From an optimization exercise on the open Yosys and OpenROAD flow, aimed at a short achievable clock period and few clock cycles; shortcuts taken in it are not production practice.
Only simulation tests tie the RTL to the original design; equivalence was not proved.
Power and IR drop assume default switching activity.

Setup of the reference run:
==> flow/design.v (excerpt) <==
module CPU#(parameter ADDR_BITS=12)(clk, rst, go, rom_data_out, ram_data_out, rom_addr, ram_addr,
            ram_data_in, ram_rw, led_data_in, halt);
==> flow/config.mk <==
export PLATFORM = sky130hd
export DESIGN_NAME = CPU
export DESIGN_NICKNAME = CPU
export VERILOG_FILES = /design/flow/design.v
export SDC_FILE = /design/flow/constraint.sdc
export NUM_CORES = 4
export LEC_CHECK = 0
export CAP_MARGIN = 20
export CORE_MARGIN = 2
export CORE_UTILIZATION = 40
export SLEW_MARGIN = 20
==> flow/constraint.sdc <==
create_clock -name core_clock -period 10.0 [get_ports {clk}]
set_input_delay 2.0000 -clock core_clock [delete_from_list [all_inputs] [get_ports {clk}]]
set_output_delay 2.0000 -clock core_clock [all_outputs]
set_load 0.01 [all_outputs]
standard.sh (not shown) runs the stock make flow with config.mk's settings and CLKGATE_MAP_FILE= SYNTH_SCRIPT=/design/flow/synth_recipe.tcl, a recipe that flattens the netlist after the stock synthesis.
==> flow/flow/run.sh <==
#!/bin/bash
# Own flow: the standard layout (standard synthesis included), with the
# setup repair asked to leave a larger slack margin at the design's own clock
# period and constraints, so that repair_timing keeps working below 5 ns.
set -euo pipefail
export SETUP_SLACK_MARGIN=6.8
bash standard.sh > standard_flow.log 2>&1
Testbench counts of the reference run, summed over its fixed seeds: cycles 72,897.
What the trial run does differently from the reference run at the input level:
--- a/flow/design.v
+++ b/flow/design.v
@@ -58,20 +58,21 @@
     wire [4:0]  d_dst;
     wire        e_w;
     wire        f_sys  = (f_op == 6'd0) & (fi[5:0] == 6'd12);
     wire [4:0]  f_rs   = f_sys ? 5'd2 : fi[25:21];
     wire [4:0]  f_rt   = f_sys ? 5'd4 : fi[20:16];
     wire        f_eS   = d_wrn & (d_dst == f_rs);
     wire        f_eT   = d_wrn & (d_dst == f_rt);
     wire        f_wS   = e_w & (e_rd == f_rs) & ~f_eS;
     wire        f_wT   = e_w & (e_rd == f_rt) & ~f_eT;
     wire [31:0] f_oS, f_oT;
+    wire [11:0] f_rf12;            
     genvar gk;
     generate
         for (gk = 0; gk < 32; gk = gk + 1) begin : sel
             if (gk == 0) begin
                 assign f_oS[gk] = 1'b0; assign f_oT[gk] = 1'b0;
             end else begin
                 assign f_oS[gk] = (f_rs == gk) & ~f_eS & ~f_wS;
                 assign f_oT[gk] = (f_rt == gk) & ~f_eT & ~f_wT;
             end
         end
@@ -103,27 +104,29 @@
     reg  [9:0]  d_lo;
     reg         d_abs;
     reg  [19:0] d_hiabs;
     reg  [1:0]  d_b10abs;
     reg  [5:0]  d_dhi;
     reg         d_c;
     reg         d_pt;
     reg  [31:0] d_jrp;
     reg         d_eS, d_eT, d_wS, d_wT, d_rs0, d_rt0;
     reg  [31:0] d_oS, d_oT;
+    reg  [11:0] d_rf12;
     always @(posedge clk) begin
         if (rst | redirect | d_redir | replay) d_valid <= 1'b0;
         else if (!stall) d_valid <= 1'b1;
         if (!stall) begin
             d_ir <= fi; d_lo <= pc_lo; d_abs <= f_abs; d_hiabs <= f_hi; d_b10abs <= f_b10;
             d_dhi <= f_dhi; d_c <= f_c; d_pt <= f_pt; d_jrp <= ras_f;
             d_eS <= f_eS; d_eT <= f_eT; d_wS <= f_wS; d_wT <= f_wT; d_oS <= f_oS; d_oT <= f_oT;
+            d_rf12 <= f_rf12;
             d_rs0 <= (f_rs == 5'd0); d_rt0 <= (f_rt == 5'd0);
         end
     end
     reg  [19:0] last_hi;
     reg  [1:0]  last_b10;
     assign      d_hi  = d_abs ? d_hiabs : (last_hi + {{14{d_dhi[5]}}, d_dhi} + {19'd0, d_c});
     assign      d_b10 = d_abs ? d_b10abs : last_b10;
     wire [31:0] d_pc  = {d_hi, d_lo, d_b10};
     wire [10:0] d_seq = {1'b0, d_lo} + 11'd1;
     wire [5:0] op = d_ir[31:26];
@@ -197,21 +200,29 @@
     wire e_coth = ~(s_add | s_sub);
     wire a_add = byp_s & e_cadd, a_sub = byp_s & e_csub, a_oth = byp_s & e_coth, a_rf = ~byp_s;
     wire bt    = byp_t & ~use_imm;
     wire b_add = byp_t & e_cadd, b_sub = byp_t & e_csub, b_oth = byp_t & e_coth, b_rf = ~byp_t;
     wire c_add = bt & e_cadd, c_sub = bt & e_csub, c_oth = bt & e_coth, c_rf = ~bt & ~use_imm;
     wire [31:0] rs_v = ({32{a_add}} & sum) | ({32{a_sub}} & diff) | ({32{a_oth}} & oth) | ({32{a_rf}} & rf_s);
     wire [31:0] rt_v = ({32{b_add}} & sum) | ({32{b_sub}} & diff) | ({32{b_oth}} & oth) | ({32{b_rf}} & rf_t);
     wire [31:0] b2_v = ({32{c_add}} & sum) | ({32{c_sub}} & diff) | ({32{c_oth}} & oth) | ({32{c_rf}} & rf_t) |
                        ({32{use_imm}} & immv);
     assign replay  = d_valid & (i_lw | i_sw) & byp_s & (s_sll | s_srl | s_sra) & ~redirect;
-    wire [11:0] ad_rf  = rf_s[11:0] + imm[11:0];
+    reg  [11:0] f_rd12;
+    integer ka;
+    always @(*) begin
+        f_rd12 = 12'd0;
+        for (ka = 1; ka < 32; ka = ka + 1)
+            f_rd12 = f_rd12 | ({12{fi[25:21] == ka}} & (w_oh[ka] ? w_res[11:0] : rf[ka][11:0]));
+    end
+    assign f_rf12 = f_rd12;
+    wire [11:0] ad_rf  = (d_wS ? w_res[11:0] : d_rf12) + imm[11:0];
     wire [11:0] ad_log = log12 + imm[11:0];
     wire [11:0] ad_lw  = ram_data_out[11:0] + imm[11:0];
     wire [11:0] ad_lnk = {e_llo, e_b10} + imm[11:0];
     wire [11:0] ad_i1  = imm[11:0] + 12'd1;
     wire [11:0] ad_slt = ((s_slt ? lt : ltu) ? ad_i1 : imm[11:0]);
     wire [11:0] cs_s   = e_A[11:0] ^ e_B2[11:0] ^ imm[11:0];
     wire [11:0] cs_c   = (e_A[11:0] & e_B2[11:0]) | (e_A[11:0] & imm[11:0]) | (e_B2[11:0] & imm[11:0]);
     wire [11:0] ad_add = cs_s + {cs_c[10:0], 1'b0};
     wire [11:0] nb     = ~e_B2[11:0];
     wire [11:0] cd_s   = e_A[11:0] ^ nb ^ imm[11:0];
[summary]
Looking at largest driver fanout on the critical path across the reference run and the trial run, the one that comes out higher is the reference run. Delta (the trial run minus the reference run): synthesis-to-finish area growth saw a decrease, total of clock buffers placed in the layout saw an increase, via total after detailed routing higher. Summary of the trial run over the reference run: average wire per standard cell rose 5.8%; combinational power went up by about 4.7%; xor and xnor fraction of the mapped netlist area shows no meaningful change. In the trial run the net switching power figure turned out 3.4% higher than in the reference run. The trial run vs the reference run: post-synthesis instance total up by more than 10%. Total number of clock tree sinks (lower): the reference run. In the flow results for the reference run and the trial run, the multi-input logic cell count is larger on the trial run. NOTE first-pass GRT wire length the reference run->the trial run increased by more than 10%. Against the reference run, the trial run comes in 2.0 points higher on routing usage on met1.
Testbench counts of the trial run, summed over its fixed seeds: cycles 72,897.

==> afterwards: timing with drivers on the ports <==
The flow's constraints put no driver on any port. The routed layouts listed below were extracted and timed again, unchanged, in two steps.
Step 1: set_driving_cell puts a clkbuf_16 on clk and a buf_2 on each other input, an assumption about the parent block.
Step 2 moves the port delays by t, midway between the first and last clock arrival at a register: inputs arrive t later, outputs are due t later. That takes back most of the time a late clock gives input paths.
a / b / c = ideal ports / drivers / drivers and shift; a / b = the first two.
run | t (ns) | slack for setup (ns) | worst hold slack (ns) | latest minus earliest clock arrival (ns) | cell pins on the clock port's net
the reference run | 0.932 | 6.090 / 6.090 / 5.439 | 0.419 / 0.419 / 0.419 | 0.083 / 0.083 | 1
the trial run | 0.963 | 6.321 / 6.376 / 5.414 | 0.416 / 0.416 / 0.416 | 0.068 / 0.067 | 1
After both steps setup and hold are still met in every run listed. For the trial run, which loses most, drivers alone change the setup slack by +0.055 ns; drivers and shift together by -0.907 ns.
